Context: an optimization exercise on an open-source flow, tuned for small area, a short achievable clock period and few clock cycles. The choices shown serve that exercise and are no tape-out recipe. At most, simulation tests tie the RTL to the original design; equivalence was not proved.

// CONV
module CONV(
	input		clk,
	input		reset,
	output	reg	busy,
	input		ready,
	output	reg [11:0]	iaddr,
	input	signed [19:0] idata,
	output	 reg cwr,
	output	 reg [11:0]	caddr_wr,
	output	 reg [19:0]	cdata_wr,
	output	 reg	crd,
	output	 reg [11:0]	caddr_rd,
	input	 [19:0]	cdata_rd,
	output reg 	[2:0] 	csel
	);
reg        run, fin;
reg  [3:0] k;        
reg  [6:0] x;        
reg  [3:0] S;        
wire       last = S[3] & (k == 4'd9);
always @(posedge clk or posedge reset) begin
	if (reset) begin
		run <= 1'b0; fin <= 1'b0;
		k <= 4'd0; x <= 7'd0; S <= 4'd0;
	end else if (!run) begin
		if (ready && !fin) run <= 1'b1;
	end else if (!fin) begin
		if (last) fin <= 1'b1;
		if (k == 4'd9) begin
			k <= 4'd0;
			if (x == 7'd64) begin
				x <= 7'd0; S <= S + 4'd1;
			end else
				x <= x + 7'd1;
		end else
			k <= k + 4'd1;
	end
end
wire       go = run & ~fin;
wire [5:0] rrow = {S[2:0], 3'b000} + {2'b00, k} - 6'd1;
wire [5:0] rcol = x[5:0] - 6'd1;
reg        z1, v1;
always @(posedge clk) begin
	iaddr <= {rrow, rcol};
	z1 <= (x == 7'd0) | (S == 4'd0 && k == 4'd0) | (S == 4'd7 && k == 4'd9) | S[3];
end
always @(posedge clk or posedge reset) begin
	if (reset) v1 <= 1'b0;
	else v1 <= go & (k >= 4'd2) & ((x >= 7'd2) | ((x == 7'd0) & (S != 4'd0)));
end
reg [19:0] sr0, sr1, sr2, sr3, sr4, sr5, sr6, sr7, sr8, sr9, sr10, sr11, sr12, sr13, sr14, sr15, sr16, sr17, sr18, sr19, sr20, sr21, sr22;
always @(posedge clk) begin
	sr0 <= z1 ? 20'd0 : idata;
	sr1 <= sr0;
	sr2 <= sr1;
	sr3 <= sr2;
	sr4 <= sr3;
	sr5 <= sr4;
	sr6 <= sr5;
	sr7 <= sr6;
	sr8 <= sr7;
  ...
For scale: about 890 flip-flops, ~110 I/O pins, about 0.044 mm2 of cells after synthesis.
clock: 10.0 ns
lec_check: 0
cap_margin: 50
core_margin: 2
core_utilization: 65
cts_cluster_diameter: 100
cts_cluster_size: 25
slew_margin: 75
synth_hierarchical: 1
standard.sh (not shown) runs the stock make flow with config.mk's settings and CLKGATE_MAP_FILE= SYNTH_SCRIPT=/design/flow/synth_recipe.tcl, a recipe that flattens the netlist after the stock synthesis.
==> flow/flow/run.sh <==
#!/bin/bash
# The standard layout (the standard.sh, unchanged synthesis and steps),
# with the timing repair asked for extra setup slack (SETUP_SLACK_MARGIN) so
# that the resizer also speeds up paths that already meet the 10 ns clock.
# The clock period and constraints are the design's. make's output goes to
# flow_standard.log; each ORFS step also logs under orfs/logs/.
set -euo pipefail
bash standard.sh SETUP_SLACK_MARGIN=6.8 finish > flow_standard.log 2>&1
Testbench counts at the start, summed over its fixed seeds: cycles 83,824.
Change:
Settings changed: ABC_AREA from default to 1.
=>
- hold slack improved by 0.0043 ns
- setup slack improved by 0.043 ns
- global-route usage grows by 1.5 points
Change:
--- a/flow/flow/run.sh
+++ b/flow/flow/run.sh
@@ -6,3 +6,3 @@
 # flow_standard.log; each ORFS step also logs under orfs/logs/.
 set -euo pipefail
-bash standard.sh SETUP_SLACK_MARGIN=6.8 finish > flow_standard.log 2>&1
+bash standard.sh SETUP_SLACK_MARGIN=6.7 finish > flow_standard.log 2>&1
Settings changed: ABC_AREA 1 to default, CAP_MARGIN 50 to 20, SLEW_MARGIN 75 to 40.
Result: The new run passed the timing, design-rule and antenna checks. Wire length is lower by about 7%. Setup slack gets worse by 0.011 ns. Sequential share of layout area rose by 1.7 points. Critical path depth stays the same. Worst hold slack is worse by 0.0043 ns. Via count drops by 11%. Maximum frequency fell by about 0.3%. Final cell count went down by 14%.

---

Another version of the RTL of CONV (not shown whole).
For scale: ~2700 cells after synthesis, about 880 flip-flops, about 0.043 sq mm of cells after synthesis.
==> flow/config.mk <==
export PLATFORM = sky130hd
export DESIGN_NAME = CONV
export DESIGN_NICKNAME = CONV
export VERILOG_FILES = /design/flow/design.v
export SDC_FILE = /design/flow/constraint.sdc
export NUM_CORES = 4
export LEC_CHECK = 0
export CAP_MARGIN = 50
export CORE_MARGIN = 2
export CORE_UTILIZATION = 65
export CTS_CLUSTER_DIAMETER = 100
export CTS_CLUSTER_SIZE = 25
export SLEW_MARGIN = 75
export SYNTH_HIERARCHICAL = 1
==> flow/constraint.sdc <==
create_clock -name core_clock -period 10.0 [get_ports {clk}]
set_input_delay 2.0000 -clock core_clock [delete_from_list [all_inputs] [get_ports {clk}]]
set_output_delay 2.0000 -clock core_clock [all_outputs]
set_load 0.01 [all_outputs]
==> flow/flow/run.sh <==
#!/bin/bash
# Standard layout, with timing repair asked for extra setup slack so that the
# resizer also works on paths that already meet the 10 ns clock.
set -euo pipefail
bash standard.sh SETUP_SLACK_MARGIN=6.5 finish > flow_standard.log 2>&1
The baseline passed the timing, design-rule and antenna checks.
Next try:
--- a/flow/flow/run.sh
+++ b/flow/flow/run.sh
@@ -4,2 +4,2 @@
 set -euo pipefail
-bash standard.sh SETUP_SLACK_MARGIN=6.5 finish > flow_standard.log 2>&1
+bash standard.sh SETUP_SLACK_MARGIN=6.8 finish > flow_standard.log 2>&1
The new run completed without violations.
Core utilization grows by 2.7 points.
Global-route usage increases by 0.92 points.
Fmax grows by a few percent.
Synthesized cell count stays the same.
Design area went up by a few percent.
Via count came out higher by a few percent.
Function was not checked in any run of this note: the RTL went through the layout flow alone.

---

CONV, a different RTL version from the one above (not shown whole).
Size in the first run: ~2600 cells after synthesis, ~860 flip-flops, roughly 0.043 mm^2 of cells after synthesis.
==> flow/config.mk <==
export PLATFORM = sky130hd
export DESIGN_NAME = CONV
export DESIGN_NICKNAME = CONV
export VERILOG_FILES = /design/flow/design.v
export SDC_FILE = /design/flow/constraint.sdc
export NUM_CORES = 4
export LEC_CHECK = 0
export CAP_MARGIN = 20
export CORE_MARGIN = 2
export CORE_UTILIZATION = 65
export CTS_CLUSTER_DIAMETER = 100
export CTS_CLUSTER_SIZE = 25
export SLEW_MARGIN = 40
export SYNTH_HIERARCHICAL = 1
==> flow/constraint.sdc <==
create_clock -name core_clock -period 10.0 [get_ports {clk}]
set_input_delay 2.0000 -clock core_clock [delete_from_list [all_inputs] [get_ports {clk}]]
set_output_delay 2.0000 -clock core_clock [all_outputs]
set_load 0.01 [all_outputs]
==> flow/flow/run.sh <==
#!/bin/bash
set -euo pipefail
export BUFFER_PORTS_ARGS="-buffer_cell sky130_fd_sc_hd__buf_1"
bash standard.sh SETUP_SLACK_MARGIN=6.7 finish > flow_standard.log 2>&1
Rerun with:
==> flow/flow/run.sh (replaced) <==
#!/bin/bash
# The standard layout (the standard.sh, unchanged synthesis and steps),
# with the timing repair asked for extra setup slack (SETUP_SLACK_MARGIN) so
# that the resizer also speeds up paths that already meet the 10 ns clock.
# The clock period and constraints are the design's. make's output goes to
# flow_standard.log; each ORFS step also logs under orfs/logs/.
set -euo pipefail
bash standard.sh SETUP_SLACK_MARGIN=6.7 finish > flow_standard.log 2>&1
SLEW_MARGIN = 20   (was 40)
Result: The new run finished clean; count of clock-buffer cells in the layout came out lower by 4; routed wire length came out lower by 0.66%; first-iteration DRC count came out higher by 3.1%.
Rerun with:
SLEW_MARGIN = 40   (was 20)
What happened:
- core utilization went down by 0.43 points
- cell count went down slightly
- via count went down slightly
- routed wire length went down slightly
- final area went down slightly
No functional check of the RTL was part of any run of this note.

---

## JK
CONV, a different RTL version from the one above (not shown whole).
Size in the first run: about 110 I/O pins, about 46000 um^2 of cells after synthesis.
clock: 10.0 ns
lec_check: 0
cap_margin: 50
core_margin: 2
core_utilization: 65
cts_cluster_diameter: 100
cts_cluster_size: 25
slew_margin: 75
synth_hierarchical: 1
==> flow/flow/run.sh <==
#!/bin/bash
# Standard layout, with timing repair asked for extra setup slack so that the
# resizer also works on paths that already meet the 10 ns clock.
set -euo pipefail
bash standard.sh SETUP_SLACK_MARGIN=6.8 finish > flow_standard.log 2>&1
[inputs] MS vs JK
==> flow/flow/run.sh <==
#!/bin/bash
# Standard layout, with timing repair asked for extra setup slack so that the
# resizer also works on paths that already meet the 10 ns clock.
set -euo pipefail
bash standard.sh SETUP_SLACK_MARGIN=7.0 finish > flow_standard.log 2>&1
Findings:
Compared with JK, in MS instance area at placement closely matched the old numbers, final cell utilization of the core shows an increase of 1.4 points.
In terms of sequential standard cell area, MS and JK differ only marginally.
MS vs JK — first-pass GRT wire length climbed by a few percent
Looking at count of clock-buffer cells in the layout, MS sits 3 higher than JK does.
| non-clock buffer count | MS vs JK | 41 higher |
MS vs. JK: detailed route wirelength on metal3 went up by 2500 um.
No run of this note included a check of the RTL's function; only the layout flow was run.

---

CONV, a different RTL version from the one above (not shown whole).
Size in the first run: roughly 2,600 cells after synthesis, roughly 860 flip-flops, roughly 110 I/O pins.
// CONV
module CONV(
	input		clk,
	input		reset,
	output	reg	busy,
	input		ready,
	output	reg [11:0]	iaddr,
	input	signed [19:0] idata,
	output	 reg cwr,
	output	 reg [11:0]	caddr_wr,
	output	 reg [19:0]	cdata_wr,
	output	 reg	crd,
	output	 reg [11:0]	caddr_rd,
	input	 [19:0]	cdata_rd,
	output reg 	[2:0] 	csel
	);
Settings: LEC_CHECK=0, CAP_MARGIN=20, CORE_MARGIN=2, CORE_UTILIZATION=62, CTS_CLUSTER_DIAMETER=100, CTS_CLUSTER_SIZE=25, SLEW_MARGIN=20, SYNTH_HIERARCHICAL=1; clock period 10.0 ns.
==> flow/flow/run.sh <==
#!/bin/bash
set -euo pipefail
export BUFFER_PORTS_ARGS="-buffer_cell sky130_fd_sc_hd__buf_2"
bash standard.sh SETUP_SLACK_MARGIN=6.8 finish > flow_standard.log 2>&1
The baseline completed without violations.
Testbench counts at the start, summed over its fixed seeds: cycles 83,824.
Edit:
==> flow/flow/run.sh (replaced) <==
#!/bin/bash
# The standard layout (the standard.sh, unchanged synthesis and steps),
# with the timing repair asked for extra setup slack (SETUP_SLACK_MARGIN) so
# that the resizer also speeds up paths that already meet the 10 ns clock.
# The clock period and constraints are the design's. make's output goes to
# flow_standard.log; each ORFS step also logs under orfs/logs/.
set -euo pipefail
bash standard.sh SETUP_SLACK_MARGIN=6.55 finish > flow_standard.log 2>&1
Result: Routed wire length goes down by a few percent. Maximum frequency decreases by a few percent. Critical path depth shrinks by 1. Global-route usage came out higher by 0.18 points.
Edit:
--- a/flow/flow/run.sh
+++ b/flow/flow/run.sh
@@ -8 +8 @@
-bash standard.sh SETUP_SLACK_MARGIN=6.55 finish > flow_standard.log 2>&1
+bash standard.sh SETUP_SLACK_MARGIN=6.7 finish > flow_standard.log 2>&1
The changed run finished clean.
Cell area increases by 2.5%.
Synthesized area is unchanged.
Clock skew goes down by 0.0034 ns.
Count of clock-buffer cells in the layout stays the same.
Setup slack improves by 0.14 ns.
Die area is unchanged.
Cell count is higher by about 2.4%.
Synthesized cell count stays the same.
Worst hold slack stays flat.

re-timing with driven ports:
The results above use ideal ports. As a check the final layouts listed here were re-extracted and re-timed, cells and wires unchanged.
Step 1: set_driving_cell puts a clkbuf_16 on clk and a buf_2 on each other input, an assumption about the parent block.
Step 2, shift: input delay + t, output delay - t, t = (earliest + latest rising clock arrival at the registers) / 2. This alone moves slack from input paths to output paths.
a / b / c = no drivers / after step 1 / after step 2; a / b = the first two.
| run | t (ns) | setup WS [ns] | hold slack, ns |
|---|---|---|---|
| the first run of note 1 | 0.714 | 6.630 / 6.630 / 6.630 | 0.316 / 0.316 / 0.316 |
| the second run of note 1 | 0.692 | 6.673 / 6.673 / 6.673 | 0.320 / 0.320 / 0.320 |
| the third run of note 1 | 0.693 | 6.662 / 6.662 / 6.662 | 0.316 / 0.316 / 0.316 |
| the first run of note 2 | 0.692 | 6.541 / 6.471 / 6.545 | 0.311 / 0.311 / 0.311 |
| the second run of note 2 | 0.692 | 6.658 / 6.658 / 6.658 | 0.316 / 0.316 / 0.316 |
| the first run of note 3 | 0.677 | 6.691 / 6.691 / 6.691 | 0.307 / 0.307 / 0.307 |
| the second run of note 3 | 0.686 | 6.703 / 6.686 / 6.703 | 0.310 / 0.310 / 0.310 |
| the third run of note 3 | 0.682 | 6.651 / 6.651 / 6.651 | 0.305 / 0.305 / 0.305 |
| JK | 0.714 | 6.780 / 6.733 / 6.780 | 0.327 / 0.327 / 0.327 |
| MS | 0.720 | 6.794 / 6.747 / 6.794 | 0.323 / 0.323 / 0.323 |
| the first run of note 5 | 0.707 | 6.661 / 6.661 / 6.661 | 0.324 / 0.324 / 0.324 |
| the second run of note 5 | 0.699 | 6.571 / 6.571 / 6.571 | 0.324 / 0.324 / 0.324 |
| the third run of note 5 | 0.700 | 6.708 / 6.660 / 6.708 | 0.325 / 0.325 / 0.325 |
After both steps every run listed still meets setup and hold.
